From an optimization exercise on the open Yosys and OpenROAD flow, aimed at small area; shortcuts taken in it are not production practice.
The RTL was checked by simulation tests, not by an equivalence proof against the original design.

## try-raven
==> flow/design.v (excerpt) <==
module tv80s
#(
    parameter Mode    = 0,   
    parameter T2Write = 1,   
    parameter IOWait  = 1    
)
(
    input         reset_n, 
    input         clk, 
    input         cen,       
    input         wait_n, 
    input         int_n, 
    input         nmi_n, 
    input         busrq_n, 
    output        busak_n, 
    output        m1_n, 
    output        mreq_n, 
    output        iorq_n, 
    output        rd_n, 
    output        wr_n, 
    output        rfsh_n, 
    output        halt_n, 
    output [15:0] A, 
    input  [7:0]  di,
    output [7:0]  dout
);
Size in the first run: about 2400 cells after synthesis, about 340 flip-flops, about 47 I/O pins, ~22000 um^2 of cells after synthesis.
==> flow/config.mk <==
export PLATFORM = sky130hd
export DESIGN_NAME = tv80s
export DESIGN_NICKNAME = tv80s
export VERILOG_FILES = /design/flow/design.v
export SDC_FILE = /design/flow/constraint.sdc
export NUM_CORES = 8
export LEC_CHECK = 0
export CAP_MARGIN = 20
export CORE_MARGIN = 2
export CORE_UTILIZATION = 40
export SLEW_MARGIN = 20
==> flow/constraint.sdc <==
create_clock -name core_clock -period 10.0 [get_ports {clk}]
set_input_delay 2.0000 -clock core_clock [delete_from_list [all_inputs] [get_ports {clk}]]
set_output_delay 2.0000 -clock core_clock [all_outputs]
set_load 0.01 [all_outputs]
standard.sh (not shown) runs the stock make flow with config.mk's settings and CLKGATE_MAP_FILE= SYNTH_SCRIPT=/design/flow/synth_recipe.tcl, a recipe that flattens the netlist after the stock synthesis.
==> flow/flow/run.sh <==
#!/bin/bash
# ORFS flow (the standard.sh) with:
#  - an area-oriented ABC script (deepsyn + area-recovering mapping) in place
#    of ORFS's speed script; OpenROAD repairs timing as usual afterwards,
#  - no extraction of adders into half/full-adder cells before ABC, so that
#    ABC optimizes the arithmetic together with the rest of the logic,
#  - the buffers that timing-driven global placement inserts removed again
#    right after it (repair_design / repair_timing add back what is needed),
#    with a 0.15 ns setup margin for repair_timing, and a slightly
#    pessimistic wire RC for the repair after global routing,
#  - CTS without dummy loads, with clkbuf_8 leaf buffers,
#  - port buffers from the smallest buffer cell,
#  - a higher placement density.
set -euo pipefail
rm -rf scripts_local
cp -r "$FLOW_HOME/scripts" scripts_local
cp flow/abc_map.script scripts_local/abc_speed.script
bash standard.sh SCRIPTS_DIR="$PWD/scripts_local" ADDER_MAP_FILE= \
  "CTS_ARGS=-sink_clustering_enable -repair_clock_nets -dont_use_dummy_load -sink_clustering_size 16 -sink_clustering_max_diameter 60 -buf_list sky130_fd_sc_hd__clkbuf_8 -root_buf sky130_fd_sc_hd__clkbuf_16" \
  "BUFFER_PORTS_ARGS=-buffer_cell sky130_fd_sc_hd__buf_1" \
  PLACE_DENSITY=0.75 \
  POST_GLOBAL_PLACE_TCL="$PWD/flow/post_gpl.tcl" \
  SETUP_SLACK_MARGIN=0.15 \
  PRE_GLOBAL_ROUTE_TCL="$PWD/flow/pre_grt.tcl" \
  finish > standard.log 2>&1
Other scripts of this flow, unchanged in this note and not shown: flow/flow/abc_map.script, flow/flow/post_gpl.tcl, flow/flow/pre_grt.tcl
Input changes introduced in try-amber (baseline for comparison: try-raven):
Settings: CAP_MARGIN: 20 -> 5; SLEW_MARGIN: 20 -> 5.
--- a/flow/flow/run.sh
+++ b/flow/flow/run.sh
@@ -11,5 +11,4 @@
 #  - CTS without dummy loads, with clkbuf_8 leaf buffers,
 #  - port buffers from the smallest buffer cell,
-#  - a higher placement density.
 set -euo pipefail
 rm -rf scripts_local
--- outcome ---
Summary of try-amber over try-raven: design area moved down; amount of wire on met3 after detailed routing has increased; combined global-route utilization of all metal layers went down. Taking try-raven as the reference, in try-amber mean number of vias per cell rose by 1.3%; sequential share of layout area rose by 0.18 points. Met3 usage in global routing (try-amber over try-raven): decrease, 0.89 points. Comparing try-amber and try-raven, the higher area growth from synthesis to layout was measured on try-raven. Per the comparison of try-amber with try-raven, fmax fell by 0.57%, worst hold slack roughly the same.

========
== P ==
Another version of the RTL of tv80s (not shown whole).
Size in the first run: roughly 47 I/O pins.
==> flow/design.v (excerpt) <==
module tv80s
#(
    parameter Mode    = 0,   
    parameter T2Write = 1,   
    parameter IOWait  = 1    
)
(
    input         reset_n, 
    input         clk, 
    input         cen,       
    input         wait_n, 
    input         int_n, 
    input         nmi_n, 
    input         busrq_n, 
    output        busak_n, 
    output        m1_n, 
    output        mreq_n, 
    output        iorq_n, 
    output        rd_n, 
    output        wr_n, 
    output        rfsh_n, 
    output        halt_n, 
    output [15:0] A, 
    input  [7:0]  di,
    output [7:0]  dout
);
  reg           mreq_n_reg; 
  reg           iorq_n_reg; 
  reg           rd_n_reg; 
  reg           wr_n_reg;
  reg  [7:0]    di_reg;
  wire          intcycle_n;
  wire          no_read;
  wire          write;
  wire          iorq;
  wire [6:0]    mcycle;
  wire [6:0]    tstate;
  assign mreq_n = mreq_n_reg;
  assign iorq_n = iorq_n_reg;
  assign rd_n   = rd_n_reg;
  assign wr_n   = wr_n_reg;
  tv80_core #(Mode, IOWait) i_tv80_core
  (
    .cen         (cen),
    .m1_n        (m1_n),
    .iorq        (iorq),
    .no_read     (no_read),
    .write       (write),
    .rfsh_n      (rfsh_n),
    .halt_n      (halt_n),
    .wait_n      (wait_n),
    .int_n       (int_n),
    .nmi_n       (nmi_n),
    .reset_n     (reset_n),
    .busrq_n     (busrq_n),
    .busak_n     (busak_n),
    .clk         (clk),
    .IntE        (),
    .stop        (),
    .A           (A),
    .dinst       (di),      
    .di          (di_reg),  
    .dout        (dout),
    .mc          (mcycle),
    .ts          (tstate),
    .intcycle_n  (intcycle_n)
  );
  always @(posedge clk or negedge reset_n) begin
    if (!reset_n) begin
      rd_n_reg   <= 1'b1;
      wr_n_reg   <= 1'b1;
      iorq_n_reg <= 1'b1;
  ...
export LEC_CHECK = 0
export CAP_MARGIN = 20
export CORE_MARGIN = 2
export CORE_UTILIZATION = 40
export SLEW_MARGIN = 20
create_clock -name core_clock -period 10.0 [get_ports {clk}]
==> flow/flow/run.sh <==
#!/bin/bash
# Standard ORFS flow, with an area-oriented ABC mapping script (deepsyn) in
# place of ORFS's speed script; timing is then repaired by OpenROAD as usual.
set -euo pipefail
rm -rf scripts_local
cp -r "$FLOW_HOME/scripts" scripts_local
cp flow/abc_map.script scripts_local/abc_speed.script
bash standard.sh SCRIPTS_DIR="$PWD/scripts_local" > standard.log 2>&1
==> flow/flow/abc_map.script <==
&get -n
&st
&deepsyn -J 20
&dch
&nf -R 1000
&put
topo
stime -c
Relative to P, the following input files were edited for Q:
==> flow/flow/run.sh <==
#!/bin/bash
# ORFS flow (the standard.sh) with:
#  - an area-oriented ABC script (deepsyn + area-recovering mapping) in place
#    of ORFS's speed script; OpenROAD repairs timing as usual afterwards,
#  - CTS without dummy loads and with larger sink clusters,
#  - port buffers from the smallest buffer cell,
#  - a higher placement density.
set -euo pipefail
rm -rf scripts_local
cp -r "$FLOW_HOME/scripts" scripts_local
cp flow/abc_map.script scripts_local/abc_speed.script
bash standard.sh SCRIPTS_DIR="$PWD/scripts_local" \
  "CTS_ARGS=-sink_clustering_enable -repair_clock_nets -dont_use_dummy_load -sink_clustering_size 24 -sink_clustering_max_diameter 80" \
  "BUFFER_PORTS_ARGS=-buffer_cell sky130_fd_sc_hd__buf_1" \
  PLACE_DENSITY=0.75 \
  finish > standard.log 2>&1
## What came out
- Per the comparison of Q with P, final cycle utilization of the critical path neither gained nor lost much; total length of routed wires shrank by 8.4%; clock slew at the register clock pins of the worst setup and hold paths moved up.
- Between P and Q, number of cells in the design after placement decreased.
- Going from P to Q, final critical-path required period went up 0.012 ns, wire length of the first global-routing pass went down about 7%.
- Taking P as the reference, in Q net count reported at finish went down 1.0%, non-clock buffer count in the final layout decreased by 17 relative to the old numbers.

[separate check: timing with driven ports]
No port has a modelled driver above. Below, the same layouts with a new extraction and two added sets of constraints. Step 1 (the two cells are an assumption about what drives the block):
set clk [get_ports {clk}]
set_driving_cell -lib_cell sky130_fd_sc_hd__clkbuf_16 $clk
set_driving_cell -lib_cell sky130_fd_sc_hd__buf_2 [delete_from_list [all_inputs] $clk]
Step 2, shift: input delay + t, output delay - t, t = (earliest + latest rising clock arrival at the registers) / 2. This alone moves slack from input paths to output paths. Slacks: ideal ports / drivers / drivers and shift; pairs: ideal ports / drivers.
| run | t (ns) | setup WS [ns] | latest minus earliest clock arrival (ns) | worst data-port slew with drivers (ns) | pins driven straight from the clock port |
|---|---|---|---|---|---|
| try-raven | 0.582 | 0.703 / 0.703 / 0.703 | 0.064 / 0.064 | 0.06 | 1 |
| try-amber | 0.586 | 0.650 / 0.649 / 0.649 | 0.081 / 0.081 | 0.06 | 1 |
| P | 0.640 | 0.577 / 0.577 / 0.577 | 0.038 / 0.038 | 0.10 | 1 |
| Q | 0.654 | 0.565 / 0.565 / 0.565 | 0.121 / 0.122 | 0.12 | 1 |
After both steps setup and hold are still met in every run listed. For try-amber, which loses most, drivers alone change the setup slack by -0.001 ns; drivers and shift together by -0.001 ns.
